Background: an optimization exercise with open tools, aiming at small area. Do not read the settings as production practice.
Where RTL was checked, it was by simulation tests only, not by an equivalence proof against the original.
No functional check of the RTL was part of run 1.
Power and IR drop assume default switching activity.

==> flow/design.v <==
module top(CLK, RST, SCK, MOSI, MISO, SSEL,PIN_14,PIN_15,PIN_16,PIN_17,PIN_18,LED,PIN_13,PIN_12,PIN_20,PIN_10,PIN_8,PIN_9,PIN_7);
input CLK,PIN_8;
input RST;
output LED;
output PIN_10,PIN_20,PIN_12,PIN_13,PIN_14,PIN_15,PIN_16,PIN_17,PIN_18,PIN_9,PIN_7;
input SCK, SSEL, MOSI;
output MISO;
assign PIN_10 = 1'b0;
assign PIN_14 = 1'b0;
assign PIN_15 = 1'b0;
assign PIN_16 = 1'b0;
assign PIN_17 = 1'b0;
reg [11:0] tc;
always @(posedge CLK) if (RST) tc <= 0; else tc <= tc + 1'b1;
wire tick = &tc[4:0];
assign LED = tc[4];
assign PIN_18 = tc[4];
assign PIN_7 = ~(tc[5] ^ tc[6]);
assign PIN_9 = |tc[11:6];
reg k6, k7, kold;
wire kwr = tick & (tc[6:5] == 2'b01);
always @(posedge CLK) begin
  if (RST) begin
    k6 <= 1'b0;
    k7 <= 1'b0;
  end else if (kwr) begin
    if (tc[11:7] == 5'd6) k6 <= PIN_8;
    if (tc[11:7] == 5'd7) k7 <= PIN_8;
  end
end
always @(posedge CLK) if (kwr) kold <= tc[7] ? k7 : k6;
reg [9:0] count1;
wire qapply = (tc[4:0] == 5'd1) & (tc[6:5] == 2'b10) & (tc[11:8] == 4'd3);
wire q_en  = tc[7] ? (k7 ^ kold) : (k6 ^ kold);
wire q_dir = tc[7] ? (k7 ^ k6) : (k7 ^ kold);
always @(posedge CLK) begin
  if (RST) count1 <= 10'd100;
  else if (qapply & q_en) count1 <= q_dir ? count1 + 1'b1 : count1 - 1'b1;
end
wire [7:0] conn = count1[9:2];
reg [6:0] s;
reg [2:0] ind;
reg R;
reg [4:0] V, B0, B1;
wire [4:0] connsat = (conn[7:5] != 0) ? 5'd31 : conn[4:0];
always @(posedge CLK) begin
  if (RST) begin
    s <= 7'd126;
    ind <= 3'd0;
    R <= 1'b0;
  end else if (tick) begin
    if (s == 7'd64) begin
      s <= 7'd0;
      ind <= ind + 1'b1;
      if (ind == 3'd7) R <= 1'b1;
    end else s <= s + 1'b1;
  end
end
always @(posedge CLK) begin
  if (tick & (s == 7'd0)) V <= connsat;
  if (tick & (s == 7'd64) & (ind == 3'd0)) B0 <= V;
  if (tick & (s == 7'd64) & (ind == 3'd1)) B1 <= V;
end
reg [7:0] pos;
reg [4:0] gcount;
reg F;
reg nextbit;
reg gsdo;
always @(posedge CLK) begin
  if (RST) begin
    pos <= 8'd0;
    gcount <= 5'd0;
    F <= 1'b0;
    gsdo <= 1'b0;
  end else if (tick) begin
    if (pos == 8'd193) pos <= 8'd0;
    else pos <= pos + 1'b1;
    if (pos == 8'd192) begin
      if (gcount == 5'd17) begin
        gcount <= 5'd0;
        F <= 1'b1;
      end else gcount <= gcount + 1'b1;
    end
    if ((pos[1:0] == 2'd1) & ~(pos[7] & pos[6])) gsdo <= nextbit;
  end
end
wire first_word = (gcount == 5'd0) & ~F;
assign PIN_12 = ((pos[1] ~^ pos[0]) | (pos[7] & pos[6])) & ~(first_word & (pos == 8'd0));
assign PIN_13 = (pos != 8'd192) & ~first_word;
assign PIN_20 = gsdo;
wire [2:0] bi = pos[4:2];
wire [2:0] by = pos[7:5];
wire [2:0] grp = {gcount[2], by[1:0] ^ 2'b01};
wire [4:0] nidx = {~bi, gcount[1:0]};
reg [4:0] gv;
always @(*) begin
  case (grp)
    3'd0: gv = B0;
    3'd1: gv = B1;
    3'd2: gv = 5'd31;
    3'd3: gv = 5'd2;
    3'd4: gv = 5'd0;
    3'd5: gv = 5'd0;
    3'd6: gv = 5'd1;
    default: gv = 5'd22;
  endcase
end
wire gvalid = R | (ind > grp);
wire barbit = gvalid & (nidx <= gv);
reg [0:7] ctl;
reg [0:31] chars;
always @(*) begin
  ctl = 8'b00001000;
  chars = 32'd0;
  case (gcount)
    5'd8:  begin ctl = 8'b00000000; chars = {8'b01010010, 8'b01010010, 8'b00011111, 8'b00000000}; end
    5'd9:  begin ctl = 8'b00000100; chars = {"4", "4", 7'b0011000, k7, 7'b0011000, k7}; end
    5'd10: begin ctl = 8'b00000000; chars = {"8", "7", "6", "5"}; end
    5'd11: begin ctl = 8'b00000101; chars = {"#", "#", 7'b0011000, k6, 7'b0011000, k6}; end
    5'd12: begin ctl = 8'b00000001; chars = {"p", "{", "A", "n"}; end
    5'd13: begin ctl = 8'b00000110; chars = {"$", "f", "B", 7'b0011000, k6}; end
    5'd14: begin ctl = 8'b00000010; chars = {"i", "*", "@", "e"}; end
    5'd15: begin ctl = 8'b00000111; chars = {"%", "f", "A", 7'b0011000, k7}; end
    5'd16: begin ctl = 8'b00000011; chars = {"P", "^", "c", "S"}; end
    5'd17: begin ctl = 8'b00001000; chars = {"P", "^", "c", "S"}; end
    default: ;
  endcase
end
reg wbit;
always @(*) begin
  if (by == 3'd0) wbit = ctl[bi];
  else if (by == 3'd1) wbit = F & ~gcount[4] & ~gcount[3] & (bi == ~gcount[2:0]);
  else if (gcount[4] | gcount[3]) wbit = chars[{by[1:0] ^ 2'b10, bi}];
  else wbit = barbit;
end
always @(posedge CLK)
  if (tick & (pos[1:0] == 2'd0) & ~(pos[7] & pos[6])) nextbit <= wbit;
reg sck_q, ssel_q;
always @(posedge CLK) begin
  if (RST) begin
    sck_q <= 1'b0;
    ssel_q <= 1'b0;
  end else begin
    sck_q <= SCK;
    ssel_q <= SSEL;
  end
end
wire SCK_risingedge  = ~sck_q & SCK;
wire SCK_fallingedge = sck_q & ~SCK;
wire SSEL_active = ~SSEL;
wire SSEL_startmessage = ssel_q & ~SSEL;
wire MOSI_data = MOSI;
reg [2:0] bitcnt0;
reg [1:0] cnt0;
reg [1:0] cnt1;
reg byte_received;
reg [7:0] byte_data_received;
reg [7:0] reg_data_rec0;
reg [7:0] byte_data_sent;
reg miso1, miso2;
always @(posedge CLK) begin
  if (RST) begin
    bitcnt0 <= 3'b000;
    cnt0 <= 2'b00;
    byte_data_received <= 8'h00;
    byte_received <= 1'b0;
    reg_data_rec0 <= 8'h00;
  end else begin
    if (~SSEL_active) begin
      bitcnt0 <= 3'b000;
      cnt0 <= 2'b00;
    end else if (SCK_risingedge) begin
      bitcnt0 <= bitcnt0 + 3'b001;
      byte_data_received <= {byte_data_received[6:0], MOSI_data};
    end
    byte_received <= SSEL_active && SCK_risingedge && (bitcnt0 == 3'b111);
    if (byte_received) begin
      cnt0 <= cnt0 + 2'b01;
      if (cnt0 == 2'b00) reg_data_rec0 <= byte_data_received;
    end
  end
end
always @(posedge CLK) begin
  if (RST) begin
    byte_data_sent <= 8'h00;
    cnt1 <= 2'b00;
  end else if (SSEL_active) begin
    if (SSEL_startmessage) begin
      byte_data_sent <= 8'hce;
      cnt1 <= 2'b00;
    end else if (SCK_fallingedge) begin
      if (bitcnt0 == 3'b000) begin
        cnt1 <= cnt1 + 2'b01;
        if (cnt1 == 2'b00) byte_data_sent <= 8'haa;
        if (cnt1 == 2'b01) byte_data_sent <= reg_data_rec0;
        if (cnt1 == 2'b10) byte_data_sent <= conn;
      end else byte_data_sent <= {byte_data_sent[6:0], 1'b0};
    end
  end
end
always @(posedge CLK) begin
  if (RST) begin
    miso1 <= 1'b0;
    miso2 <= 1'b0;
  end else begin
    miso1 <= byte_data_sent[7];
    miso2 <= miso1;
  end
end
assign MISO = miso2;
endmodule
==> flow/flow/run.sh <==
#!/bin/bash
# Layout flow: the standard synthesis, then an area-oriented re-mapping of the
# combinational logic only (every register instance is kept as synthesis made it),
# then the standard layout steps on the re-mapped netlist.
set -euo pipefail
WORK=$(pwd)
R=$WORK/orfs/results/${FLOW_PLATFORM}/top/base
LIB=$FLOW_HOME/platforms/${FLOW_PLATFORM}/lib/sky130_fd_sc_hd__tt_025C_1v80.lib
YOSYS=$FLOW_HOME/../tools/install/yosys/bin/yosys
[[ -x $YOSYS ]] || YOSYS=yosys

# 1. standard synthesis
bash standard.sh synth > $WORK/flow_1_synth.log 2>&1

# 2. re-map the combinational logic for area
cp $R/1_2_yosys.v $WORK/1_2_yosys.std.v
LIB=$LIB IN=$WORK/1_2_yosys.std.v OUT=$WORK/1_2_yosys.remap.v \
  ABCSCRIPT=$WORK/flow/area.abc \
  $YOSYS -c $WORK/flow/remap.tcl > $WORK/flow_2_remap.log 2>&1
LIB=$LIB OUT=$WORK/1_2_yosys.remap.v $YOSYS -c $WORK/flow/check.tcl > $WORK/flow_2_check.log 2>&1
cp $WORK/1_2_yosys.remap.v $R/1_2_yosys.v
rm -f $R/1_synth.odb $R/1_synth.sdc

# 3. standard layout from the re-mapped netlist
bash standard.sh finish > $WORK/flow_3_layout.log 2>&1
==> flow/flow/area.abc <==
strash
&get -n
&deepsyn -T 60
&put
dch -f
amap
topo
==> flow/flow/check.tcl <==
# Sanity check of the re-mapped netlist, read back with the cells as black boxes.
yosys read_liberty -lib $::env(LIB)
yosys read_verilog $::env(OUT)
yosys hierarchy -check -top top
yosys check -assert -mapped
==> flow/flow/remap.tcl <==
# Re-map the combinational logic of a mapped netlist; registers stay as they are.
yosys read_liberty -ignore_miss_func $::env(LIB)
yosys read_verilog $::env(IN)
yosys hierarchy -top top
# sequential cells stay black boxes, so their instances and names are untouched
yosys blackbox sky130_fd_sc_hd__df* sky130_fd_sc_hd__edf* sky130_fd_sc_hd__sdf* sky130_fd_sc_hd__sedf* sky130_fd_sc_hd__dlx* sky130_fd_sc_hd__dlr* sky130_fd_sc_hd__dlclkp* sky130_fd_sc_hd__sdlclkp* sky130_fd_sc_hd__lpflow_inputisolatch*
yosys flatten
yosys opt_clean
yosys tee -o $::env(OUT).before.stat stat -liberty $::env(LIB)
yosys abc -liberty $::env(LIB) -dont_use sky130_fd_sc_hd__lpflow_* -dont_use sky130_fd_sc_hd__probe* -script $::env(ABCSCRIPT)
yosys opt_clean -purge
yosys hilomap -singleton -hicell sky130_fd_sc_hd__conb_1 HI -locell sky130_fd_sc_hd__conb_1 LO
yosys splitnets
yosys opt_clean -purge
yosys insbuf -buf sky130_fd_sc_hd__buf_4 A X
yosys tee -o $::env(OUT).stat stat -liberty $::env(LIB)
yosys write_verilog -noattr -nohex -nodec $::env(OUT)
==> flow/standard.sh <==
#!/bin/bash
# synth_recipe.tcl (not shown) runs the flow's synth.tcl, then flattens the netlist and writes it again
# the make line also repeats each setting of config.mk as NAME=value (left out here)
make -C /OpenROAD-flow-scripts/flow DESIGN_CONFIG=/design/flow/config.mk WORK_HOME=/design/flow/orfs CLKGATE_MAP_FILE= SYNTH_SCRIPT=/design/flow/synth_recipe.tcl "${@:-finish}"
==> flow/config.mk <==
export PLATFORM = sky130hd
export DESIGN_NAME = top
export DESIGN_NICKNAME = top
export VERILOG_FILES = /design/flow/design.v
export SDC_FILE = /design/flow/constraint.sdc
export NUM_CORES = 4
export LEC_CHECK = 0
export CAP_MARGIN = 20
export CORE_MARGIN = 2
export CORE_UTILIZATION = 40
export SLEW_MARGIN = 20
==> flow/constraint.sdc <==
create_clock -name core_clock -period 10.0 [get_ports {CLK}]
set_input_delay 2.0000 -clock core_clock [delete_from_list [all_inputs] [get_ports {CLK}]]
set_output_delay 2.0000 -clock core_clock [all_outputs]
set_load 0.01 [all_outputs]
==> out/results.ini, run 1 <==
[clock_network]
cts_setup_buffers = 0
clk_latency_ps = 350
clk_pin_slew_ps = 100
cts_tree = done
cts_hold_buf = 0
clkSinkCount = 103
cts_inserted_buffers = 9
clockBufferDepth = 2
cts_resized = 0
h-tree-depth = 3
cts-root-buf = clkbuf_8

[route]
drt_iter0_markers = 253
routedWlPerCell_um = 13.35
wl_um = 9598
drtPass1Iterations = 5
ant_nets = 0
drc = 0
avgViaCountPerCell = 5.409
vias = 3889

[die]
rows = 38
io_pins = 19
dieArea_um2 = 12110
start_util = 0.4130
die_w_um = 110.0
die_y_um = 110.0
core_um2 = 10890

[status]
status = complete, no violations

[placement]
hpwl_um = 7007
postPlaceCellArea_um2 = 4787
io_buffers = 13
gp_congestion = 0.9440

[final_layout]
drive_gt1_frac = 0.02763
antenna_cells = 0
area_growth_pct = 11.38
layout_commonest_cell = nor2_1
finalCoreUtilization = 0.4600
fin_nets = 580
layout_common_cells = nor2_1 (112), dfxtp_1 (86), clkinv_1 (84), o21ai_0 (32), nand2_1 (30)
finish.instance_area_um2 = 5009

[sta]
slew_headroom = 0.3647
skew_ps = 12.69
worstMarginPinSlew_ps = 928.9
finalCriticalPeriod_ps = 4377
setup_viol_count_final = 0
post-route-period-util = 0.4377
max_freq_mhz = 228.4
hold_viol_final = 0
finalSetupTns_ps = 0
slew_violations = 0
hold_ws_ps = 425.2
rsz0062_at_grt = false

[setup_path]
cp-start-kind = flop
worstPathMaxFanout = 9
critPathRequiredTime_ps = 8000
endpoint_kind = output port
critical_path_class = flop to output port
arrival_ps = 2380

[pwr]
power_density_nw_per_um2 = 143.7
finalPower_uw = 719.8
p_leak_uw = 0.001662
ir_worst_vdd_mv = 0.07924

[global_route]
first_global_vias = 3506
grt_pass1_wl_um = 16550
antenna_found_initial = 0
gr-total-overflow = 0
grt_max_degree = 37
grt_usage = 0.1724

[synth]
syn_area_per_cell_um2 = 8.176
synthesis.area_um2 = 4497
synth-warning-count = 1
syn_inst = 550

[run]
drv_cap = 0

[hold_path]
min_path_type = flop to flop

==> per-layer routing <==
layer	track usage	part of all wire	wire [um]	up-vias
li1	-	-	-	2033
met1	0.2424	0.50	4844	1778
met2	0.2673	0.45	4364	70
met3	0.02822	0.031	300	8
met4	0.06148	0.0093	89	0
met5	0	0	0	-
==> layout make-up <==
class / instances / area, um2
multi-input combinational: 364 / 1941
inverter: 82 / 307.8
clock buffer: 10 / 148.9
timing repair buffer: 14 / 137.6
clock inverter: 6 / 66.31
fill: 1074 / 5879
tap: 140 / 175.2
sequential: 103 / 2232
==> final timing paths <==
| check | endpoint | cells past startpoint | slack (ps) | startpoint |
|---|---|---|---|---|
| max | PIN_13 | 7 | 5620 | pos[2] |
| min | miso1 | 2 | 430 | byte_data_sent[7] |
| max reg2reg | B1[0] | 10 | 6590 | tc[0] |
| min reg2reg | miso1 | 2 | 430 | byte_data_sent[7] |
==> state kept, by name, indices dropped and copies added (netlist names), 2 cells and up <==
| register | count |
|---|---|
| cnt0 | 2 |
| count1 | 10 |
| s | 7 |
| byte_data_received | 8 |
| byte_data_sent | 8 |
| V | 5 |
| reg_data_rec0 | 8 |
| tc | 12 |
| cnt1 | 2 |
| pos | 8 |
| gcount | 5 |
| bitcnt0 | 3 |
| ind | 3 |
| B1 | 5 |
| B0 | 5 |
==> stage by stage <==
step | worst slack, ps | std cells
2_1_floorplan | 6764 | 554
3_3_place_gp | 5440 | 703
3_5_place_dp | 5374 | 703
4_1_cts | 5629 | 719
5_1_grt | 5346 | 719
6_report | 5623 | 719
==> worst max-delay path, stage by stage, from the launching register on <==
cell and delay [ps]:
dfxtp_1 430, nor2_1 190, clkinv_1 140, nor4_1 440, nand2_1 120, nor2_1 160
nor2_1 70, clkdlybuf4s50_1 480
==> power breakdown <==
group	total, uW	internal [uW]	switching, uW
Clock	274	132	142
Sequential	425	423	2.21
Combinational	20.8	6.80	14.0
==> run 2, diff against run 1 <==
--- a/flow/design.v
+++ b/flow/design.v
@@ -17,22 +17,23 @@
 assign PIN_18 = tc[4];
 assign PIN_7 = ~(tc[5] ^ tc[6]);
 assign PIN_9 = |tc[11:6];
-reg k6, k7, kold;
+reg k6, k7, kpend;
 wire kwr = tick & (tc[6:5] == 2'b01);
+wire kupd = tick & (tc[6:5] == 2'b10) & (tc[11:8] == 4'd3);
 always @(posedge CLK) begin
   if (RST) begin
     k6 <= 1'b0;
     k7 <= 1'b0;
-  end else if (kwr) begin
-    if (tc[11:7] == 5'd6) k6 <= PIN_8;
-    if (tc[11:7] == 5'd7) k7 <= PIN_8;
-  end
-end
-always @(posedge CLK) if (kwr) kold <= tc[7] ? k7 : k6;
+  end else if (kupd) begin
+    if (tc[7]) k7 <= kpend;
+    else k6 <= kpend;
+  end
+end
+always @(posedge CLK) if (kwr) kpend <= PIN_8;
 reg [9:0] count1;
 wire qapply = (tc[4:0] == 5'd1) & (tc[6:5] == 2'b10) & (tc[11:8] == 4'd3);
-wire q_en  = tc[7] ? (k7 ^ kold) : (k6 ^ kold);
-wire q_dir = tc[7] ? (k7 ^ k6) : (k7 ^ kold);
+wire q_en  = tc[7] ? (k7 ^ kpend) : (k6 ^ kpend);
+wire q_dir = tc[7] ? (kpend ^ k6) : (k7 ^ k6);
 always @(posedge CLK) begin
   if (RST) count1 <= 10'd100;
   else if (qapply & q_en) count1 <= q_dir ? count1 + 1'b1 : count1 - 1'b1;
@@ -45,7 +46,7 @@
 wire [4:0] connsat = (conn[7:5] != 0) ? 5'd31 : conn[4:0];
 always @(posedge CLK) begin
   if (RST) begin
-    s <= 7'd126;
+    s <= 7'd125;
     ind <= 3'd0;
     R <= 1'b0;
   end else if (tick) begin
@@ -57,21 +58,20 @@
   end
 end
 always @(posedge CLK) begin
-  if (tick & (s == 7'd0)) V <= connsat;
+  if (RST) V <= 5'd25;
+  else if (tick & (s == 7'd64)) V <= connsat;
   if (tick & (s == 7'd64) & (ind == 3'd0)) B0 <= V;
   if (tick & (s == 7'd64) & (ind == 3'd1)) B1 <= V;
 end
 reg [7:0] pos;
 reg [4:0] gcount;
 reg F;
-reg nextbit;
 reg gsdo;
 always @(posedge CLK) begin
   if (RST) begin
     pos <= 8'd0;
     gcount <= 5'd0;
     F <= 1'b0;
-    gsdo <= 1'b0;
   end else if (tick) begin
     if (pos == 8'd193) pos <= 8'd0;
     else pos <= pos + 1'b1;
@@ -81,7 +81,6 @@
         F <= 1'b1;
       end else gcount <= gcount + 1'b1;
     end
-    if ((pos[1:0] == 2'd1) & ~(pos[7] & pos[6])) gsdo <= nextbit;
   end
 end
 wire first_word = (gcount == 5'd0) & ~F;
@@ -133,8 +132,10 @@
   else if (gcount[4] | gcount[3]) wbit = chars[{by[1:0] ^ 2'b10, bi}];
   else wbit = barbit;
 end
-always @(posedge CLK)
-  if (tick & (pos[1:0] == 2'd0) & ~(pos[7] & pos[6])) nextbit <= wbit;
+always @(posedge CLK) begin
+  if (RST) gsdo <= 1'b0;
+  else if (tick & (pos[1:0] == 2'd1) & ~(pos[7] & pos[6])) gsdo <= wbit;
+end
 reg sck_q, ssel_q;
 always @(posedge CLK) begin
   if (RST) begin
--- a/flow/flow/run.sh
+++ b/flow/flow/run.sh
@@ -22,4 +22,5 @@
 rm -f $R/1_synth.odb $R/1_synth.sdc
 
 # 3. standard layout from the re-mapped netlist
-bash standard.sh finish > $WORK/flow_3_layout.log 2>&1
+CTS="-sink_clustering_enable -repair_clock_nets -dont_use_dummy_load -buf_list sky130_fd_sc_hd__clkbuf_8"
+bash standard.sh finish "CTS_ARGS=$CTS" > $WORK/flow_3_layout.log 2>&1
==> run 2 against run 1 <==
Net effect: cell count grew 1.4%; first-iteration DRC count grew 16%; clock-buffer cell count shrank 1; clock skew grew 29 ps; highest routed layer unchanged; sequential share of layout area shrank 0.72 points; synthesized cell count grew 3.1%; still clean on timing, DRC and antenna; global-route usage grew 0.77 points; critical path depth is the same; largest cell class unchanged; via count grew 2.4%; register-to-register slack gained 160 ps.
==> out/results.ini, run 2 <==
[setup_path]
crit_family = buffers and inverters  ; was simple AND/OR/NAND/NOR gates
critPathRequiredTime_ps = 8000  ; about the same
crit_path_cell_trace = clkinv_1, nand2_1, nor3_1, nand3_1, nor2_1, nor2_1, clkdlybuf4s50_1  ; was nor2_1, clkinv_1, nor4_1, nand2_1, nor2_1, nor2_1, clkdlybuf4s50_1
slowest_delay_ps = 620  ; was 480 ps
cpMaxStageDelayCell = dfxtp_1  ; was clkdlybuf4s50_1
rr_startpoint = gcount[2]  ; was tc[0]
endpoint_kind = output port  ; unchanged
arrival_ps = 2530  ; was 2380 ps
critical_path_class = flop to output port  ; unchanged
cp.buffers_inverters = 2  ; unchanged
worstPathMaxFanout = 13  ; was 9
cp-start-kind = flop  ; unchanged
rr_worst_depth = 16  ; was 10
reg2reg_slack_ps = 6750  ; was 6590 ps
timing.rr.end = gsdo  ; was B1[0]
crit_top_cell = nor2_1  ; unchanged

[pwr]
clock_power_share = 0.315  ; was 0.380
power_density_nw_per_um2 = 130.0  ; was 143.7 nW/um2
ir_worst_vdd_mv = 0.07821  ; was 0.07924 mV
finalPower_uw = 638.1  ; was 719.8 uW
switchingPower_uw = 135.2  ; was 157.8 uW
seqPwrFrac = 0.655  ; was 0.591
p_int_uw = 502.9  ; was 561.9 uW
p_comb_frac = 0.030  ; was 0.029
switching_share = 0.2118  ; was 0.2193
p_leak_uw = 0.001542  ; was 0.001662 uW

[placement]
gp_congestion = 0.8979  ; was 0.9440
dp_worst_setup_slack_ps = 5307  ; was 5374 ps
hpwl_um = 7214  ; was 7007 um
io_buffers = 13  ; unchanged

[route]
avgViaCountPerCell = 5.464  ; was 5.409
vias = 3983  ; was 3889
drc = 0  ; unchanged
routedWlPerCell_um = 13.57  ; was 13.35 um
drt_iter0_markers = 293  ; was 253
wl_um = 9889  ; was 9598 um
drtPass1Iterations = 4  ; was 5
ant_nets = 0  ; unchanged

[sta]
slew_violations = 0  ; unchanged
max_freq_mhz = 220.7  ; was 228.4 MHz
worstMarginPinSlew_ps = 935.7  ; was 928.9 ps
hold_viol_final = 0  ; unchanged
rsz0062_at_grt = false  ; unchanged
hold_ws_ps = 448.1  ; was 425.2 ps
setup_ws_ps = 5469  ; was 5623 ps
post-route-period-util = 0.4531  ; was 0.4377
skew_ps = 41.59  ; was 12.69 ps
finalCriticalPeriod_ps = 4531  ; was 4377 ps
setup_viol_count_final = 0  ; unchanged
finalSetupTns_ps = 0  ; unchanged
slew_headroom = 0.3705  ; was 0.3647

[die]
core_um2 = 10890  ; unchanged
dieArea_um2 = 12110  ; about the same
rows = 38  ; unchanged
start_util = 0.4132  ; was 0.4130
io_pins = 19  ; unchanged
die_w_um = 110.1  ; was 110.0 um
die_y_um = 110.1  ; was 110.0 um

[synth]
syn_area_per_cell_um2 = 7.935  ; was 8.176 um2
synthesis.area_um2 = 4499  ; was 4497 um2
synth-warning-count = 1  ; unchanged
syn_inst = 567  ; was 550

[global_route]
gr-total-overflow = 0  ; unchanged
grt_usage = 0.1801  ; was 0.1724
antenna_found_initial = 0  ; unchanged
first_global_vias = 3779  ; was 3506
grt_max_degree = 48  ; was 37
grt_pass1_wl_um = 17450  ; was 16550 um

[final_layout]
largest_reg_flops = 12  ; unchanged
antenna_cells = 0  ; unchanged
area_growth_pct = 9.093  ; was 11.38%
drive_gt1_frac = 0.01868  ; was 0.02763
layout_common_cells = nor2_1 (121), dfxtp_1 (91), clkinv_1 (80), nor3_1 (36), o21ai_0 (36)  ; was nor2_1 (112), dfxtp_1 (86), clkinv_1 (84), o21ai_0 (32), nand2_1 (30)
finalCoreUtilization = 0.4508  ; was 0.4600
largest_register = tc  ; unchanged
top_regs = tc: 12 flops, count1: 10 flops  ; unchanged
fin_nets = 597  ; was 580
layout_commonest_cell = nor2_1  ; unchanged

[clock_network]
h-tree-depth = 3  ; unchanged
cts-root-buf = clkbuf_8  ; unchanged
clkSinkCount = 102  ; was 103
cts_setup_buffers = 0  ; unchanged
cts_hold_buf = 0  ; unchanged
clk_latency_ps = 380  ; was 350 ps
cts_inserted_buffers = 9  ; unchanged
cts_tree = done  ; unchanged
clockBufferDepth = 2  ; unchanged
cts_resized = 0  ; unchanged
clk_pin_slew_ps = 90  ; was 100 ps

[status]
status = complete, no violations  ; unchanged

[run]
drv_cap = 0  ; unchanged

[hold_path]
holdPathStages = 1  ; was 2
min_from = miso1  ; was byte_data_sent[7]
hold_path_end = miso2  ; was miso1
min_path_type = flop to flop  ; unchanged

run 2: cell types whose count changed in the layout (fill, tap and decap cells not counted), moves of 5 or more:
cell	previous run	this run
a211oi_1	20	26
dfxtp_1	86	91
edfxtp_1	17	11
nor2_1	112	121
nor3_1	26	36
o22ai_1	29	21
run 2: metal layers:
layer	routed length, um	GRT usage	part of all wire	vias to the layer above
li1	-	-	-	2069
met1	4855	0.2403	0.49	1841
met2	4579	0.2914	0.46	57
met3	273	0.02704	0.028	16
met4	181	0.07414	0.018	0
met5	0	0	0	-
run 2: area by class of cell:
type | instances | area [um2]
multi-input combinational | 384 | 2024
tap | 140 | 175.2
clock buffer | 9 | 123.9
inverter | 80 | 300.3
sequential | 102 | 2152
fill | 1130 | 5979
timing repair buffer | 14 | 132.6
run 2: how the worst max path moves through the flow:
stage	from	end	slack, ps	depth (start not counted)
floorplan	RST	reg_data_rec0[7]	6690	7
global placement	RST	byte_data_received[0]	5400	5
detailed placement	RST	byte_data_received[6]	5310	5
CTS	pos[3]	PIN_13	5490	7
global route	pos[3]	PIN_13	5270	7
finish	pos[3]	PIN_13	5470	7
run 2: power groups by stage:
| stage | Clock [uW] | Combinational [uW] | Sequential (uW) |
|---|---|---|---|
| 2_1_floorplan | 0 | 12.4 | 427 |
| 3_3_place_gp | 0 | 18.8 | 428 |
| 3_5_place_dp | 0 | 19.1 | 428 |
| 4_1_cts | 209 | 19.1 | 418 |
| 5_1_grt | 225 | 21.6 | 419 |
| 6_report | 201 | 18.9 | 418 |
run 2: stage by stage:
stage	cell area, um2	std cells
5_1_grt	4908	729
2_1_floorplan	4514	571
3_3_place_gp	4785	720
4_1_cts	4908	729
6_report	4908	729
3_5_place_dp	4785	720
run 2: worst reg2reg max path: cells and delay by family (launching register included):
| kind | cells | cell delay (ps) |
|---|---|---|
| buffers and inverters | 2 | 600 |
| flip-flops | 1 | 730 |
| AO/OA/AOI/OAI | 8 | 1030 |
| AND/OR/NAND/NOR | 6 | 740 |
==> run 3, diff against run 2 <==
==> flow/flow/run.sh (replaced) <==
#!/bin/bash
# Layout flow: the standard synthesis, then an area-oriented re-mapping of the
# combinational logic only (every register instance is kept as synthesis made it),
# then the standard layout steps on the re-mapped netlist.
set -euo pipefail
WORK=$(pwd)
R=$WORK/orfs/results/${FLOW_PLATFORM}/top/base
LIB=$FLOW_HOME/platforms/${FLOW_PLATFORM}/lib/sky130_fd_sc_hd__tt_025C_1v80.lib
YOSYS=$FLOW_HOME/../tools/install/yosys/bin/yosys
[[ -x $YOSYS ]] || YOSYS=yosys

# 1. standard synthesis
bash standard.sh synth > $WORK/flow_1_synth.log 2>&1

# 2. re-map the combinational logic for area: a few ABC runs with different
#    seeds, keeping the smallest result
cp $R/1_2_yosys.v $WORK/1_2_yosys.std.v
SEEDS="1 2 3 4"
for s in $SEEDS; do
  sed "s/@SEED@/$s/" $WORK/flow/area.abc > $WORK/area_$s.abc
  LIB=$LIB IN=$WORK/1_2_yosys.std.v OUT=$WORK/remap_$s.v ABCSCRIPT=$WORK/area_$s.abc \
    $YOSYS -c $WORK/flow/remap.tcl > $WORK/flow_2_remap_$s.log 2>&1 &
done
wait
best=""
bestarea=""
for s in $SEEDS; do
  if LIB=$LIB OUT=$WORK/remap_$s.v $YOSYS -c $WORK/flow/check.tcl > $WORK/flow_2_check_$s.log 2>&1; then
    a=$(awk '/Chip area/ {print $NF}' $WORK/remap_$s.v.stat)
    echo "seed $s area $a" >> $WORK/flow_2_remap_pick.log
    if [[ -z $best ]] || awk -v a=$a -v b=$bestarea 'BEGIN{exit !(a<b)}'; then best=$s; bestarea=$a; fi
  fi
done
echo "picked seed $best area $bestarea" >> $WORK/flow_2_remap_pick.log
[[ -n $best ]]
cp $WORK/remap_$best.v $R/1_2_yosys.v
rm -f $R/1_synth.odb $R/1_synth.sdc

# 3. standard layout from the re-mapped netlist, with a lighter clock tree and
#    small port buffers
CTS="-sink_clustering_enable -repair_clock_nets -dont_use_dummy_load -buf_list sky130_fd_sc_hd__clkbuf_8"
bash standard.sh finish "CTS_ARGS=$CTS" "BUFFER_PORTS_ARGS=-buffer_cell sky130_fd_sc_hd__buf_1" > $WORK/flow_3_layout.log 2>&1
==> flow/flow/area.abc (replaced) <==
strash
&get -n
&deepsyn -T 60 -S @SEED@
&put
dch -f
amap
topo
==> run 3 against run 2 <==
Net effect: largest cell class unchanged; still clean; worst hold slack better by 8.3 ps; combinational power about the same; first-iteration DRC count down 16%; sequential cell count unchanged; cell area down 2.6%; synthesized area down 1.4%; global-route usage down 0.14 points; power down 0.35%; critical path depth down 2; routed wire length up 2.2%; sequential share of layout area up 1.2 points; die area down 1.3%.
==> out/results.ini, run 3 <==
[clock_network]
cts_inserted_buffers = 9  ; unchanged
clkSinkCount = 102  ; unchanged
cts_tree = done  ; unchanged
cts_setup_buffers = 0  ; unchanged
h-tree-depth = 3  ; unchanged
cts_hold_buf = 0  ; unchanged
cts-root-buf = clkbuf_8  ; unchanged
clk_pin_slew_ps = 90  ; about the same
cts_resized = 0  ; unchanged
clockBufferDepth = 2  ; unchanged
clk_latency_ps = 350  ; was 380 ps

[route]
dr_wl_met3_um = 500  ; was 273 um
dr_wl_met2_um = 4629  ; was 4579 um
drc = 0  ; unchanged
vias = 3967  ; was 3983
routedWlPerCell_um = 14.18  ; was 13.57 um
avgViaCountPerCell = 5.564  ; was 5.464
wl_um = 10110  ; was 9889 um
ant_nets = 0  ; unchanged
top_layer = met4  ; unchanged
drt_iter0_markers = 245  ; was 293
drtPass1Iterations = 5  ; was 4
drt-met1-wl_um = 4839  ; was 4855 um

[placement]
hpwl_um = 7417  ; was 7214 um
dp.cells = 704  ; was 720
gp_congestion = 0.8961  ; was 0.8979
io_buffers = 13  ; unchanged

[sta]
finalSetupTns_ps = 0  ; unchanged
slew_violations = 0  ; unchanged
finalCriticalPeriod_ps = 4118  ; was 4531 ps
hold_viol_final = 0  ; unchanged
slew_headroom = 0.3307  ; was 0.3705
skew_ps = 21.40  ; was 41.59 ps
setup_viol_count_final = 0  ; unchanged
rsz0062_at_grt = false  ; unchanged
max_freq_mhz = 242.8  ; was 220.7 MHz
hold_ws_ps = 456.4  ; was 448.1 ps
worstMarginPinSlew_ps = 994.8  ; was 935.7 ps
post-route-period-util = 0.4118  ; was 0.4531

[pwr]
seqPwrFrac = 0.658  ; was 0.655
p_int_uw = 502.5  ; was 502.9 uW
p_comb_frac = 0.030  ; about the same
p_leak_uw = 0.001498  ; was 0.001542 uW
power_density_nw_per_um2 = 133.0  ; was 130.0 nW/um2
switchingPower_uw = 133.4  ; was 135.2 uW
ir_worst_vdd_mv = 0.08950  ; was 0.07821 mV
switching_share = 0.2098  ; was 0.2118
clock_power_share = 0.312  ; was 0.315

[setup_path]
arrival_ps = 2120  ; was 2530 ps
crit_path_cell_trace = clkinv_1, nor2_1, a221oi_1, a31oi_1, buf_1  ; was clkinv_1, nand2_1, nor3_1, nand3_1, nor2_1, nor2_1, clkdlybuf4s50_1
endpoint_kind = output port  ; unchanged
startpoint = pos[6]  ; was pos[3]
worstPathMaxFanout = 12  ; was 13
crit_family = flip-flops  ; was buffers and inverters
rr_startpoint = tc[7]  ; was gcount[2]
critical_path_class = flop to output port  ; unchanged
slowest_delay_ps = 610  ; was 620 ps
critPathRequiredTime_ps = 8000  ; about the same
cpMaxStageDelayCell = dfxtp_1  ; unchanged
cp-start-kind = flop  ; unchanged
cp.buffers_inverters = 2  ; unchanged

[die]
start_util = 0.4094  ; was 0.4132
die_w_um = 109.3  ; was 110.1 um
die_y_um = 109.3  ; was 110.1 um
io_pins = 19  ; unchanged
dieArea_um2 = 11950  ; was 12110 um2
core_um2 = 10840  ; was 10890 um2
rows = 38  ; unchanged

[global_route]
antenna_found_initial = 0  ; unchanged
grt_pass1_wl_um = 16880  ; was 17450 um
grt_usage = 0.1786  ; was 0.1801
gr-total-overflow = 0  ; unchanged
grt_max_degree = 42  ; was 48
first_global_vias = 3524  ; was 3779

[final_layout]
antenna_cells = 0  ; unchanged
largest_register = tc  ; unchanged
top_regs = tc: 12 flops, count1: 10 flops  ; unchanged
fin_cells = 713  ; was 729
largest_reg_flops = 12  ; unchanged
layout_commonest_cell = nor2_1  ; unchanged
layout_common_cells = nor2_1 (111), dfxtp_1 (91), clkinv_1 (75), o21ai_0 (37), nor3_1 (33)  ; was nor2_1 (121), dfxtp_1 (91), clkinv_1 (80), nor3_1 (36), o21ai_0 (36)
fin_nets = 581  ; was 597
drive_gt1_frac = 0.02094  ; was 0.01868
finalCoreUtilization = 0.4409  ; was 0.4508
area_growth_pct = 7.697  ; was 9.093%

[status]
status = complete, no violations  ; unchanged

[synth]
synth-warning-count = 1  ; unchanged
syn_inst = 550  ; was 567
syn_area_per_cell_um2 = 8.069  ; was 7.935 um2
synthesis.area_um2 = 4438  ; was 4499 um2

[hold_path]
min_from = miso1  ; unchanged
min_path_type = flop to flop  ; unchanged

[run]
drv_cap = 0  ; unchanged

## run 3: power groups by stage
| stage | Sequential (uW) | Clock [uW] | Combinational [uW] |
|---|---|---|---|
| 2_1_floorplan | 427 | 0 | 12.7 |
| 3_3_place_gp | 428 | 0 | 18.3 |
| 3_5_place_dp | 428 | 0 | 18.8 |
| 4_1_cts | 418 | 206 | 18.9 |
| 5_1_grt | 419 | 222 | 21.5 |
| 6_report | 418 | 199 | 18.9 |
## run 3: path summary, 6_finish.rpt
check,end,slack (ps),cells past startpoint
setup / recovery,PIN_12,5880,5
hold reg to reg,miso2,460,1
hold / removal,miso2,460,1
setup reg to reg,count1[9],6920,14
## run 3: worst reg2reg max path: cells and delay by family (launching register included)
kind                   cells  cell delay, ps
AOI/OAI and AO/OA          6            1490
buffers and inverters      4             580
DFF                        1             410
and+or+nand+nor            4             520
## run 3: layer usage
metal  vias to the layer above  track usage
li1                       2009            -
met1                      1856       0.2444
met2                        87       0.2817
met3                        15      0.03853
met4                         0      0.05696
met5                         -            0
## run 3: cell type report
cell class	count	area (um2)
fillers	1127	6061
clock buffers	9	123.9
multi-input cells	372	1982
flip-flops and latches	102	2152
repair buffers	15	65.06
well taps	140	175.2
inverters	75	281.5
## run 3: stage by stage
step	cell area [um2]	setup WS (ps)	total power, uW
6_report	4780	5882	635.9
5_1_grt	4780	5715	662.0
4_1_cts	4780	5899	643.5
3_5_place_dp	4656	6146	446.6
3_3_place_gp	4656	6212	446.0
2_1_floorplan	4453	6610	439.8
==> run 4, diff against run 3 <==
--- a/flow/design.v
+++ b/flow/design.v
@@ -46,22 +46,22 @@
 wire [4:0] connsat = (conn[7:5] != 0) ? 5'd31 : conn[4:0];
 always @(posedge CLK) begin
   if (RST) begin
-    s <= 7'd125;
+    s <= 7'd80;
     ind <= 3'd0;
     R <= 1'b0;
   end else if (tick) begin
-    if (s == 7'd64) begin
-      s <= 7'd0;
+    if (s == 7'd127) begin
+      s <= 7'd7;
       ind <= ind + 1'b1;
       if (ind == 3'd7) R <= 1'b1;
-    end else s <= s + 1'b1;
+    end else s <= {s[5:0], s[6] ^ s[5]};
   end
 end
 always @(posedge CLK) begin
   if (RST) V <= 5'd25;
-  else if (tick & (s == 7'd64)) V <= connsat;
-  if (tick & (s == 7'd64) & (ind == 3'd0)) B0 <= V;
-  if (tick & (s == 7'd64) & (ind == 3'd1)) B1 <= V;
+  else if (tick & (s == 7'd127)) V <= connsat;
+  if (tick & (s == 7'd127) & (ind == 3'd0)) B0 <= V;
+  if (tick & (s == 7'd127) & (ind == 3'd1)) B1 <= V;
 end
 reg [7:0] pos;
 reg [4:0] gcount;
==> flow/flow/run.sh (replaced) <==
#!/bin/bash
# Layout flow: the standard synthesis, then an area-oriented re-mapping of the
# combinational logic only (every register instance is kept as synthesis made it),
# then the standard layout steps on the re-mapped netlist.
set -euo pipefail
WORK=$(pwd)
R=$WORK/orfs/results/${FLOW_PLATFORM}/top/base
LIB=$FLOW_HOME/platforms/${FLOW_PLATFORM}/lib/sky130_fd_sc_hd__tt_025C_1v80.lib
YOSYS=$FLOW_HOME/../tools/install/yosys/bin/yosys
[[ -x $YOSYS ]] || YOSYS=yosys

# 1. standard synthesis
bash standard.sh synth > $WORK/flow_1_synth.log 2>&1

# 2. re-map the combinational logic for area: ABC runs with different seeds,
#    each fed back into the next round, keeping the smallest result
cp $R/1_2_yosys.v $WORK/1_2_yosys.std.v
SEEDS="1 2 3 4"
ROUNDS="1 2 3"
for s in $SEEDS; do
  (
    in=$WORK/1_2_yosys.std.v
    for r in $ROUNDS; do
      sed "s/@SEED@/$((s * 10 + r))/" $WORK/flow/area.abc > $WORK/area_${s}_$r.abc
      LIB=$LIB IN=$in OUT=$WORK/remap_${s}_$r.v ABCSCRIPT=$WORK/area_${s}_$r.abc \
        $YOSYS -c $WORK/flow/remap.tcl > $WORK/flow_2_remap_${s}_$r.log 2>&1 || break
      in=$WORK/remap_${s}_$r.v
    done
  ) &
done
wait
best=""
bestarea=""
for s in $SEEDS; do
  for r in $ROUNDS; do
    [[ -f $WORK/remap_${s}_$r.v.stat ]] || continue
    if LIB=$LIB OUT=$WORK/remap_${s}_$r.v $YOSYS -c $WORK/flow/check.tcl > $WORK/flow_2_check_${s}_$r.log 2>&1; then
      a=$(awk '/Chip area/ {print $NF}' $WORK/remap_${s}_$r.v.stat)
      echo "seed $s round $r area $a" >> $WORK/flow_2_remap_pick.log
      if [[ -z $best ]] || awk -v a=$a -v b=$bestarea 'BEGIN{exit !(a<b)}'; then best=${s}_$r; bestarea=$a; fi
    fi
  done
done
echo "picked $best area $bestarea" >> $WORK/flow_2_remap_pick.log
[[ -n $best ]]
cp $WORK/remap_$best.v $R/1_2_yosys.v
rm -f $R/1_synth.odb $R/1_synth.sdc

# 3. standard layout from the re-mapped netlist, with a lighter clock tree and
#    small port buffers
CTS="-sink_clustering_enable -repair_clock_nets -dont_use_dummy_load -buf_list sky130_fd_sc_hd__clkbuf_8"
bash standard.sh finish "CTS_ARGS=$CTS" "BUFFER_PORTS_ARGS=-buffer_cell sky130_fd_sc_hd__buf_1" > $WORK/flow_3_layout.log 2>&1
==> run 4 against run 3 <==
Net effect: first-iteration DRC count is 27% lower; register-to-register slack worse by 30 ps; worst hold slack got worse by 13 ps; critical path depth grew 2; clock power about the same; clock-buffer cell count unchanged.
==> out/results.ini, run 4 <==
[pwr]
ir_worst_vdd_mv = 0.07085  ; was 0.08950 mV
finalPower_uw = 636.8  ; was 635.9 uW
power_density_nw_per_um2 = 134.1  ; was 133.0 nW/um2
p_leak_uw = 0.001497  ; was 0.001498 uW

[final_layout]
area_growth_pct = 7.568  ; was 7.697%
n_fill_cell = 1095  ; was 1127
antenna_cells = 0  ; unchanged
layout_commonest_cell = nor2_1  ; unchanged
seq_area_um2 = 2152  ; unchanged
drive_gt1_frac = 0.01937  ; was 0.02094
fin_cells = 708  ; was 713
largest_reg_flops = 12  ; unchanged
top_regs = tc: 12 flops, count1: 10 flops  ; unchanged
multiInputGateArea_um2 = 1951  ; was 1982 um2
finish.instance_area_um2 = 4748  ; was 4780 um2
largest_register = tc  ; unchanged
fin_nets = 576  ; was 581
layout_common_cells = nor2_1 (106), dfxtp_1 (91), clkinv_1 (77), o21ai_0 (35), nand2_1 (33)  ; was nor2_1 (111), dfxtp_1 (91), clkinv_1 (75), o21ai_0 (37), nor3_1 (33)

[route]
drtPass1Iterations = 4  ; was 5
routedWlPerCell_um = 13.90  ; was 14.18 um
drc = 0  ; unchanged
drt_iter0_markers = 179  ; was 245
wl_um = 9842  ; was 10110 um
avgViaCountPerCell = 5.477  ; was 5.564
vias = 3878  ; was 3967
ant_nets = 0  ; unchanged

[placement]
io_buffers = 13  ; unchanged
gp_congestion = 0.9280  ; was 0.8961
hpwl_um = 7198  ; was 7417 um
dp.cells = 699  ; was 704
postPlaceCellArea_um2 = 4624  ; was 4656 um2

[sta]
hold_ws_ps = 443.8  ; was 456.4 ps
slew_headroom = 0.3085  ; was 0.3307
hold_viol_final = 0  ; unchanged
slew_violations = 0  ; unchanged
finalSetupTns_ps = 0  ; unchanged
finalCriticalPeriod_ps = 4226  ; was 4118 ps
post-route-period-util = 0.4226  ; was 0.4118
rsz0062_at_grt = false  ; unchanged
setup_viol_count_final = 0  ; unchanged
worstMarginPinSlew_ps = 1028  ; was 994.8 ps
max_freq_mhz = 236.7  ; was 242.8 MHz
skew_ps = 27.77  ; was 21.40 ps

[clock_network]
cts_setup_buffers = 0  ; unchanged
clkSinkCount = 102  ; unchanged
clockBufferDepth = 2  ; unchanged
cts_inserted_buffers = 9  ; unchanged
cts_resized = 0  ; unchanged
clk_latency_ps = 370  ; was 350 ps
cts_tree = done  ; unchanged
cts_hold_buf = 0  ; unchanged
cts-root-buf = clkbuf_8  ; unchanged
clk_pin_slew_ps = 100  ; was 90 ps
h-tree-depth = 3  ; unchanged

[setup_path]
rr_worst_depth = 12  ; was 14
endpoint_kind = output port  ; unchanged
arrival_ps = 2230  ; was 2120 ps
worstPathMaxFanout = 11  ; was 12
cp.buffers_inverters = 3  ; was 2
cp-start-kind = flop  ; unchanged
critPathRequiredTime_ps = 8000  ; about the same
slowest_delay_ps = 440  ; was 610 ps
crit_path_cell_trace = clkinv_1, nand2_1, nor2_1, clkinv_1, nor3_1, a31oi_1, buf_1  ; was clkinv_1, nor2_1, a221oi_1, a31oi_1, buf_1
crit_cells = 7  ; was 5
critical_path_class = flop to output port  ; unchanged
cpMaxStageDelayCell = dfxtp_1  ; unchanged
crit_top_cell = clkinv_1
crit_family = simple AND/OR/NAND/NOR gates  ; was flip-flops

[die]
start_util = 0.4090  ; was 0.4094
die_w_um = 109.1  ; was 109.3 um
dieArea_um2 = 11890  ; was 11950 um2
core_um2 = 10790  ; was 10840 um2
io_pins = 19  ; unchanged
die_y_um = 109.1  ; was 109.3 um
rows = 38  ; unchanged

[synth]
syn_inst = 546  ; was 550
syn_area_per_cell_um2 = 8.085  ; was 8.069 um2
synth-warning-count = 1  ; unchanged
synthesis.area_um2 = 4414  ; was 4438 um2

[run]
drv_cap = 0  ; unchanged

[global_route]
grt_usage = 0.1793  ; was 0.1786
gr-usage-met1 = 0.2340  ; was 0.2444
gr-total-overflow = 0  ; unchanged
grt_pass1_wl_um = 16830  ; was 16880 um
antenna_found_initial = 0  ; unchanged
use_met3 = 0.02869  ; was 0.03853
top_usage_layer = met2  ; unchanged
grt_max_degree = 47  ; was 42
use_met2 = 0.2933  ; was 0.2817
first_global_vias = 3569  ; was 3524

[status]
status = complete, no violations  ; unchanged

[hold_path]
holdPathStages = 1  ; unchanged
min_path_type = flop to flop  ; unchanged

run 4: cell types whose count changed in the layout (fill, tap and decap cells not counted), moves of 4 or more:
cell	change
a21oi_1	-4
a221oi_1	-5
a22oi_1	+4
nand2_1	+4
nand3_1	+6
nor2_1	-5
nor3_1	-8
run 4: layer usage:
metal,up-vias,share of wire
met3,17,0.034
met5,-,0
met1,1771,0.48
met4,0,0.019
li1,2014,-
met2,76,0.47
run 4: layout make-up:
cell class                 count  share of cell area
clock buffer                   9             0.02609
inverter                      77             0.06087
multi-input combinational    366              0.4108
sequential                   102              0.4532
tap                          140             0.03689
timing repair buffer          14             0.01212
run 4: final timing paths:
path              startpoint   endpoint  slack (ps)
setup / recovery   gcount[2]     PIN_12        5770
hold / removal         miso1      miso2         440
setup reg to reg       tc[6]  count1[9]        6890
hold reg to reg        miso1      miso2         440
run 4: report_power, final:
group | switching (uW) | total (uW) | internal [uW]
Clock | 120 | 201 | 81.0
Combinational | 13.3 | 18.3 | 4.96
Sequential | 2.10 | 418 | 416
run 4: per-stage QoR:
stage,utilization,setup WS [ps]
2_1_floorplan,-,6678
4_1_cts,0.4399,5783
3_3_place_gp,0.4285,5595
3_5_place_dp,0.4285,5489
6_report,0.4399,5774
5_1_grt,0.4399,5559
==> run 5, diff against run 4 <==
--- a/flow/design.v
+++ b/flow/design.v
@@ -39,43 +39,47 @@
   else if (qapply & q_en) count1 <= q_dir ? count1 + 1'b1 : count1 - 1'b1;
 end
 wire [7:0] conn = count1[9:2];
-reg [6:0] s;
-reg [2:0] ind;
+reg [5:0] e;
+reg cp;
 reg R;
 reg [4:0] V, B0, B1;
+wire [2:0] ind = e[2:0] - 3'd3;
+wire cend = tick & (tc[10:5] == e) & ~cp & (tc[11] | R | (e != 6'd3));
 wire [4:0] connsat = (conn[7:5] != 0) ? 5'd31 : conn[4:0];
 always @(posedge CLK) begin
   if (RST) begin
-    s <= 7'd80;
-    ind <= 3'd0;
+    e <= 6'd3;
+    cp <= 1'b0;
     R <= 1'b0;
-  end else if (tick) begin
-    if (s == 7'd127) begin
-      s <= 7'd7;
-      ind <= ind + 1'b1;
+  end else begin
+    if (tick) cp <= cend;
+    if (cend) begin
+      e <= e + 1'b1;
       if (ind == 3'd7) R <= 1'b1;
-    end else s <= {s[5:0], s[6] ^ s[5]};
+    end
   end
 end
 always @(posedge CLK) begin
   if (RST) V <= 5'd25;
-  else if (tick & (s == 7'd127)) V <= connsat;
-  if (tick & (s == 7'd127) & (ind == 3'd0)) B0 <= V;
-  if (tick & (s == 7'd127) & (ind == 3'd1)) B1 <= V;
-end
-reg [7:0] pos;
+  else if (cend) V <= connsat;
+  if (cend & (ind == 3'd0)) B0 <= V;
+  if (cend & (ind == 3'd1)) B1 <= V;
+end
+reg [5:0] q;
 reg [4:0] gcount;
 reg F;
 reg gsdo;
-always @(posedge CLK) begin
-  if (RST) begin
-    pos <= 8'd0;
+wire [1:0] ph = {tc[6] ^ gcount[0], tc[5]};
+wire qlast = q[5] & q[4];
+wire latch1 = qlast & (ph == 2'd0);
+always @(posedge CLK) begin
+  if (RST) begin
+    q <= 6'd0;
     gcount <= 5'd0;
     F <= 1'b0;
   end else if (tick) begin
-    if (pos == 8'd193) pos <= 8'd0;
-    else pos <= pos + 1'b1;
-    if (pos == 8'd192) begin
+    if (ph == 2'd3) q <= qlast ? 6'd0 : q + 1'b1;
+    if (latch1) begin
       if (gcount == 5'd17) begin
         gcount <= 5'd0;
         F <= 1'b1;
@@ -84,11 +88,11 @@
   end
 end
 wire first_word = (gcount == 5'd0) & ~F;
-assign PIN_12 = ((pos[1] ~^ pos[0]) | (pos[7] & pos[6])) & ~(first_word & (pos == 8'd0));
-assign PIN_13 = (pos != 8'd192) & ~first_word;
+assign PIN_12 = (ph[1] ~^ ph[0]) & ~(first_word & (q == 6'd0) & (ph == 2'd0));
+assign PIN_13 = ~latch1 & ~first_word;
 assign PIN_20 = gsdo;
-wire [2:0] bi = pos[4:2];
-wire [2:0] by = pos[7:5];
+wire [2:0] bi = q[2:0];
+wire [2:0] by = q[5:3];
 wire [2:0] grp = {gcount[2], by[1:0] ^ 2'b01};
 wire [4:0] nidx = {~bi, gcount[1:0]};
 reg [4:0] gv;
@@ -134,7 +138,7 @@
 end
 always @(posedge CLK) begin
   if (RST) gsdo <= 1'b0;
-  else if (tick & (pos[1:0] == 2'd1) & ~(pos[7] & pos[6])) gsdo <= wbit;
+  else if (tick & (ph == 2'd1) & ~qlast) gsdo <= wbit;
 end
 reg sck_q, ssel_q;
 always @(posedge CLK) begin
==> run 5 against run 4 <==
Net effect: synthesized area decreased by 1.7%; sequential cell count decreased by 5; die area decreased by 1.6%; clock skew increased by 12 ps; worst hold slack improved by 3.2 ps; combinational power increased by 8%; clock power about the same; maximum frequency decreased by 15%; power decreased by 3.0%; sequential share of layout area decreased by 1.3 points; critical path type unchanged; largest power group unchanged.
==> out/results.ini, run 5 <==
[status]
status = complete, no violations  ; unchanged

[synth]
syn_area_per_cell_um2 = 7.889  ; was 8.085 um2
synthesis.area_um2 = 4339  ; was 4414 um2
syn_inst = 550  ; was 546
synth-warning-count = 1  ; unchanged

[final_layout]
top_regs = tc: 12 flops, count1: 10 flops  ; unchanged
layout_common_cells = nor2_1 (113), dfxtp_1 (86), clkinv_1 (71), nand2_1 (34), o21ai_0 (34)  ; was nor2_1 (106), dfxtp_1 (91), clkinv_1 (77), o21ai_0 (35), nand2_1 (33)
largest_register = tc  ; unchanged
fin_cells = 711  ; was 708
area_growth_pct = 7.526  ; was 7.568%
fin_nets = 579  ; was 576
layout_commonest_cell = nor2_1  ; unchanged
drive_gt1_frac = 0.01751  ; was 0.01937
finish.instance_area_um2 = 4666  ; was 4748 um2
antenna_cells = 0  ; unchanged
n_fill_cell = 1117  ; was 1095
largest_reg_flops = 12  ; unchanged

[die]
core_um2 = 10700  ; was 10790 um2
dieArea_um2 = 11700  ; was 11890 um2
io_pins = 19  ; unchanged
die_y_um = 108.2  ; was 109.1 um
rows = 38  ; unchanged
start_util = 0.4056  ; was 0.4090
die_w_um = 108.2  ; was 109.1 um

[route]
ant_nets = 0  ; unchanged
vias = 3940  ; was 3878
drc = 0  ; unchanged
drtPass1Iterations = 5  ; was 4
wl_um = 10620  ; was 9842 um
avgViaCountPerCell = 5.541  ; was 5.477
routedWlPerCell_um = 14.94  ; was 13.90 um
drt_iter0_markers = 369  ; was 179

[hold_path]
hold_path_end = miso2  ; unchanged
min_from = miso1  ; unchanged
holdPathStages = 1  ; unchanged
min_path_type = flop to flop  ; unchanged

[global_route]
grt_pass1_wl_um = 17730  ; was 16830 um
gr-total-overflow = 0  ; unchanged
first_global_vias = 3728  ; was 3569
grt_max_degree = 37  ; was 47
grt_usage = 0.1913  ; was 0.1793
antenna_found_initial = 0  ; unchanged

[placement]
dp.cells = 702  ; was 699
postPlaceCellArea_um2 = 4542  ; was 4624 um2
gp_congestion = 0.9050  ; was 0.9280
dp_worst_setup_slack_ps = 4902  ; was 5489 ps
io_buffers = 13  ; unchanged
hpwl_um = 7814  ; was 7198 um

[setup_path]
crit_family = compound AO/OA/AOI/OAI gates  ; was simple AND/OR/NAND/NOR gates
endpoint_kind = output port  ; unchanged
crit_path_cell_trace = clkinv_1, nor2_1, clkinv_1, nand4_1, o21a_1, nor2_1, o31ai_1, nor2_1, o32ai_1, buf_1  ; was clkinv_1, nand2_1, nor2_1, clkinv_1, nor3_1, a31oi_1, buf_1
critical_path_class = flop to output port  ; unchanged
timing.rr.end = gsdo  ; was count1[9]
crit_top_cell = nor2_1  ; was clkinv_1
rr_startpoint = gcount[2]  ; was tc[6]
arrival_ps = 2980  ; was 2230 ps
critPathRequiredTime_ps = 8000  ; about the same
worstPathMaxFanout = 11  ; unchanged
reg2reg_slack_ps = 6960  ; was 6890 ps
cpMaxStageDelayCell = dfxtp_1  ; unchanged
rr_worst_depth = 13  ; was 12
cp-start-kind = flop  ; unchanged
slowest_delay_ps = 470  ; was 440 ps
cp.buffers_inverters = 3  ; unchanged

[sta]
rsz0062_at_grt = false  ; unchanged
post-route-period-util = 0.4984  ; was 0.4226
skew_ps = 39.67  ; was 27.77 ps
finalSetupTns_ps = 0  ; unchanged
max_freq_mhz = 200.6  ; was 236.7 MHz
slew_headroom = 0.4307  ; was 0.3085
hold_viol_final = 0  ; unchanged
setup_ws_ps = 5016  ; was 5774 ps
hold_ws_ps = 447.0  ; was 443.8 ps
setup_viol_count_final = 0  ; unchanged
finalCriticalPeriod_ps = 4984  ; was 4226 ps
worstMarginPinSlew_ps = 848.7  ; was 1028 ps
slew_violations = 0  ; unchanged

[clock_network]
cts_resized = 0  ; unchanged
clk_pin_slew_ps = 100  ; about the same
cts_hold_buf = 0  ; unchanged
cts_setup_buffers = 0  ; unchanged
clkSinkCount = 97  ; was 102
cts_tree = done  ; unchanged
h-tree-depth = 3  ; unchanged
cts_inserted_buffers = 9  ; unchanged
clockBufferDepth = 2  ; unchanged
cts-root-buf = clkbuf_8  ; unchanged
clk_latency_ps = 380  ; was 370 ps

[pwr]
p_leak_uw = 0.001546  ; was 0.001497 uW
ir_worst_vdd_mv = 0.07163  ; was 0.07085 mV
power_density_nw_per_um2 = 132.4  ; was 134.1 nW/um2

[run]
drv_cap = 0  ; unchanged

## run 5: stage by stage
stage,power (uW),utilization
2_1_floorplan,421.1,-
3_3_place_gp,426.8,0.4246
3_5_place_dp,427.4,0.4246
4_1_cts,625.3,0.4361
5_1_grt,644.6,0.4361
6_report,617.8,0.4361
## run 5: final cells by class
| class | instances | area, um2 | share of cell area |
|---|---|---|---|
| Timing Repair Buffer | 13 | 50.05 | 0.01073 |
| Sequential cell | 97 | 2052 | 0.4398 |
| Clock buffer | 9 | 123.9 | 0.02655 |
| Multi-Input combinational cell | 381 | 1998 | 0.4283 |
| Tap cell | 140 | 175.2 | 0.03754 |
| Inverter | 71 | 266.5 | 0.05712 |
## run 5: how the worst max path moves through the flow
| stage | start | end | slack, ps | cells after the start |
|---|---|---|---|---|
| after CTS | q[0] | PIN_12 | 5120 | 10 |
| final | q[0] | PIN_12 | 5020 | 10 |
| after floorplan | q[0] | PIN_12 | 6120 | 9 |
| after global placement | RST | byte_data_sent[2] | 5060 | 8 |
| after global routing | q[0] | PIN_12 | 4690 | 10 |
| after detailed placement | RST | byte_data_sent[2] | 4900 | 8 |
## run 5: power breakdown
group	switching [uW]	total, uW	internal (uW)
registers	2.19	399	396
clock network	119	200	80.8
logic	14.0	19.7	5.71
total	135	618	483
## run 5: per-layer routing
metal  wire [um]  share of wire  vias up  global-route usage
li1            -              -     1999                   -
met1        4835           0.46     1821              0.2406
met2        5062           0.48       96              0.3226
met3         440          0.041       24             0.03376
met4         281          0.026        0             0.08150
met5           0              0        -                   0
==> run 6, diff against run 5 <==
--- a/flow/flow/run.sh
+++ b/flow/flow/run.sh
@@ -15,8 +15,8 @@
 # 2. re-map the combinational logic for area: ABC runs with different seeds,
 #    each fed back into the next round, keeping the smallest result
 cp $R/1_2_yosys.v $WORK/1_2_yosys.std.v
-SEEDS="1 2 3 4"
-ROUNDS="1 2 3"
+SEEDS="1"
+ROUNDS="1"
 for s in $SEEDS; do
   (
     in=$WORK/1_2_yosys.std.v
@@ -48,5 +48,5 @@
 
 # 3. standard layout from the re-mapped netlist, with a lighter clock tree and
 #    small port buffers
-CTS="-sink_clustering_enable -repair_clock_nets -dont_use_dummy_load -buf_list sky130_fd_sc_hd__clkbuf_8"
+CTS="-sink_clustering_enable -repair_clock_nets -dont_use_dummy_load -buf_list sky130_fd_sc_hd__clkbuf_4 -root_buf sky130_fd_sc_hd__clkbuf_16"
 bash standard.sh finish "CTS_ARGS=$CTS" "BUFFER_PORTS_ARGS=-buffer_cell sky130_fd_sc_hd__buf_1" > $WORK/flow_3_layout.log 2>&1
==> flow/flow/area.abc (replaced) <==
strash
&get -n
&deepsyn -T 10 -S @SEED@
&put
dch -f
amap
topo
==> run 6 against run 5 <==
Net effect: synthesized area rose by 1.1%; critical path depth is 1 higher; die area up 1.0%; combinational power rose by 5%; sequential share of layout area is 1.4 points lower; worst hold slack worse by 12 ps; critical endpoint unchanged; largest cell class unchanged; largest power group unchanged.
==> out/results.ini, run 6 <==
[status]
status = complete, no violations  ; unchanged

[sta]
slew_headroom = 0.2736  ; was 0.4307
rsz0062_at_grt = false  ; unchanged
post-route-period-util = 0.4906  ; was 0.4984
finalSetupTns_ps = 0  ; unchanged
setup_viol_count_final = 0  ; unchanged
slew_violations = 0  ; unchanged
max_freq_mhz = 203.8  ; was 200.6 MHz
hold_viol_final = 0  ; unchanged
skew_ps = 13.98  ; was 39.67 ps
finalCriticalPeriod_ps = 4906  ; was 4984 ps
worstMarginPinSlew_ps = 1062  ; was 848.7 ps

[global_route]
grt_usage = 0.1868  ; was 0.1913
gr-total-overflow = 0  ; unchanged
grt_pass1_wl_um = 17140  ; was 17730 um
grt_max_degree = 38  ; was 37
first_global_vias = 3555  ; was 3728
antenna_found_initial = 0  ; unchanged

[final_layout]
area_growth_pct = 9.897  ; was 7.526%
layout_common_cells = nor2_1 (101), clkinv_1 (88), dfxtp_1 (86), o22ai_1 (36)  ; was nor2_1 (113), dfxtp_1 (86), clkinv_1 (71), nand2_1 (34), o21ai_0 (34)
finalCoreUtilization = 0.4467  ; was 0.4361
fin_nets = 581  ; was 579
drive_gt1_frac = 0.01745  ; was 0.01751
largest_register = tc  ; unchanged
layout_commonest_cell = nor2_1  ; unchanged
largest_reg_flops = 12  ; unchanged
antenna_cells = 0  ; unchanged
top_regs = tc: 12 flops, count1: 10 flops  ; unchanged

[setup_path]
crit_path_cell_trace = clkinv_1, nand3_1, nor2_1, clkinv_1, nor2_1, nor3_1, o2111ai_1, o2111ai_1, nand3b_1, a31o_1, buf_1  ; was clkinv_1, nor2_1, clkinv_1, nand4_1, o21a_1, nor2_1, o31ai_1, nor2_1, o32ai_1, buf_1
timing.rr.end = count1[9]  ; was gsdo
rr_startpoint = tc[7]  ; was gcount[2]
crit_family = simple AND/OR/NAND/NOR gates  ; was compound AO/OA/AOI/OAI gates
arrival_ps = 2910  ; was 2980 ps
endpoint_kind = output port  ; unchanged
critPathRequiredTime_ps = 8000  ; about the same
worstPathMaxFanout = 15  ; was 11
reg2reg_slack_ps = 6350  ; was 6960 ps
rr_worst_depth = 13  ; unchanged
cp-start-kind = flop  ; unchanged
slowest_delay_ps = 620  ; was 470 ps
critical_path_class = flop to output port  ; unchanged
cpMaxStageDelayCell = dfxtp_1  ; unchanged
cp.buffers_inverters = 3  ; unchanged

[clock_network]
clk_latency_ps = 340  ; was 380 ps
clockBufferDepth = 2  ; unchanged
clkSinkCount = 97  ; unchanged
cts_tree = done  ; unchanged
cts_inserted_buffers = 9  ; unchanged
h-tree-depth = 3  ; unchanged
cts_hold_buf = 0  ; unchanged
cts_resized = 0  ; unchanged
clk_pin_slew_ps = 60  ; was 100 ps
cts-root-buf = clkbuf_16  ; was clkbuf_8
cts_setup_buffers = 0  ; unchanged

[pwr]
power_density_nw_per_um2 = 146.3  ; was 132.4 nW/um2
ir_worst_vdd_mv = 0.08170  ; was 0.07163 mV
p_leak_uw = 0.001573  ; was 0.001546 uW

[route]
wl_um = 10670  ; was 10620 um
drt_iter0_markers = 363  ; was 369
vias = 4039  ; was 3940
drc = 0  ; unchanged
drtPass1Iterations = 5  ; unchanged
avgViaCountPerCell = 5.665  ; was 5.541
routedWlPerCell_um = 14.97  ; was 14.94 um
ant_nets = 0  ; unchanged

[hold_path]
hold_path_end = miso1  ; was miso2
min_path_type = flop to flop  ; unchanged
min_from = byte_data_sent[7]  ; was miso1
holdPathStages = 2  ; was 1

[placement]
hpwl_um = 7806  ; was 7814 um
gp_congestion = 0.9217  ; was 0.9050
io_buffers = 13  ; unchanged

[synth]
synth-warning-count = 1  ; unchanged
synthesis.area_um2 = 4387  ; was 4339 um2
syn_inst = 551  ; was 550
syn_area_per_cell_um2 = 7.961  ; was 7.889 um2

[run]
drv_cap = 0  ; unchanged

[die]
core_um2 = 10790  ; was 10700 um2
dieArea_um2 = 11820  ; was 11700 um2
start_util = 0.4064  ; was 0.4056
die_w_um = 108.7  ; was 108.2 um
io_pins = 19  ; unchanged
die_y_um = 108.7  ; was 108.2 um
rows = 38  ; unchanged

[run 6: per-layer routing]
metal / share of wire / routed length, um / GRT usage / up-vias
li1: - / - / - / 2031
met1: 0.47 / 5002 / 0.2550 / 1847
met2: 0.45 / 4831 / 0.2888 / 134
met3: 0.052 / 557 / 0.03048 / 27
met4: 0.026 / 282 / 0.08791 / 0
met5: 0 / 0 / 0 / -
[run 6: area by class of cell]
class,count,area [um2]
Fill cell,1089,5972
Sequential cell,97,2052
Multi-Input combinational cell,365,1982
Inverter,88,330.3
Clock buffer,9,225.2
Tap cell,140,175.2
Timing Repair Buffer,14,56.30
[run 6: how the worst max path moves through the flow]
| stage | from | endpoint | slack, ps | cells past startpoint |
|---|---|---|---|---|
| 2_1_floorplan | gcount[2] | PIN_12 | 6040 | 10 |
| 3_3_place_gp | gcount[2] | PIN_12 | 5560 | 11 |
| 3_5_place_dp | gcount[2] | PIN_12 | 5510 | 11 |
| 4_1_cts | gcount[2] | PIN_12 | 5160 | 11 |
| 5_1_grt | gcount[2] | PIN_12 | 4810 | 11 |
| 6_report | gcount[2] | PIN_12 | 5090 | 11 |
[run 6: worst register-to-register path: cells and delay by family, from the launching register on]
kind	cells	cell delay [ps]
AO/OA/AOI/OAI	9	2320
buffers and inverters	2	300
flip-flops	1	440
AND/OR/NAND/NOR	2	530
[run 6: metrics by stage]
stage	area (um2)	total power, uW	hold WS, ps	setup slack (ps)	instances
floorplan	4402	421.4	397.8	6042	555
global placement	4596	427.4	424.3	5557	704
detailed placement	4596	428.1	428.5	5514	704
CTS	4821	711.8	435.9	5164	713
global route	4821	729.0	462.3	4807	713
finish	4821	705.2	434.8	5094	713
[run 6: report_power, final]
part	internal, uW	total [uW]	leakage [uW]	switching (uW)
sequential	397	399	0.000803	2.35
combinational	6.07	20.7	0.000659	14.6
clock	159	286	0.000111	127

## re-timing with driven ports
In the flow no input, the clock included, has a driving cell. The finished layouts below were timed again as built, in two steps.
Step 1 sets driving cells, clkbuf_16 on the clock port and buf_2 on the other inputs (assumed; they add their load-dependent delay and slew).
Step 2 times the ports against the registers' clock, not the clock port: input delays grow and output delays shrink by t, the midpoint of the rising clock arrivals with the driver on.
Slacks: no drivers / after step 1 / after step 2; pairs: no drivers / after step 1.
run | t, ns | setup slack, ns | worst setup path after step 2 | worst register clock-pin slew, ns | pins driven straight from the clock port
run 1 | 0.383 | 5.623 / 5.588 / 5.394 | input to register | 0.10 / 0.10 | 1
run 2 | 0.386 | 5.469 / 5.438 / 5.344 | input to register | 0.11 / 0.11 | 1
run 3 | 0.375 | 5.882 / 5.850 / 6.103 | input to register | 0.09 / 0.09 | 1
run 4 | 0.390 | 5.774 / 5.739 / 5.514 | input to register | 0.10 / 0.10 | 1
run 5 | 0.389 | 5.016 / 4.986 / 5.010 | input to register | 0.10 / 0.10 | 1
run 6 | 0.371 | 5.094 / 5.055 / 5.426 | register to output | 0.07 / 0.07 | 1
After both steps every run listed still meets setup and hold. The setup slack of run 4, which loses most, moves by -0.035 ns with the drivers and by -0.260 ns with both steps.
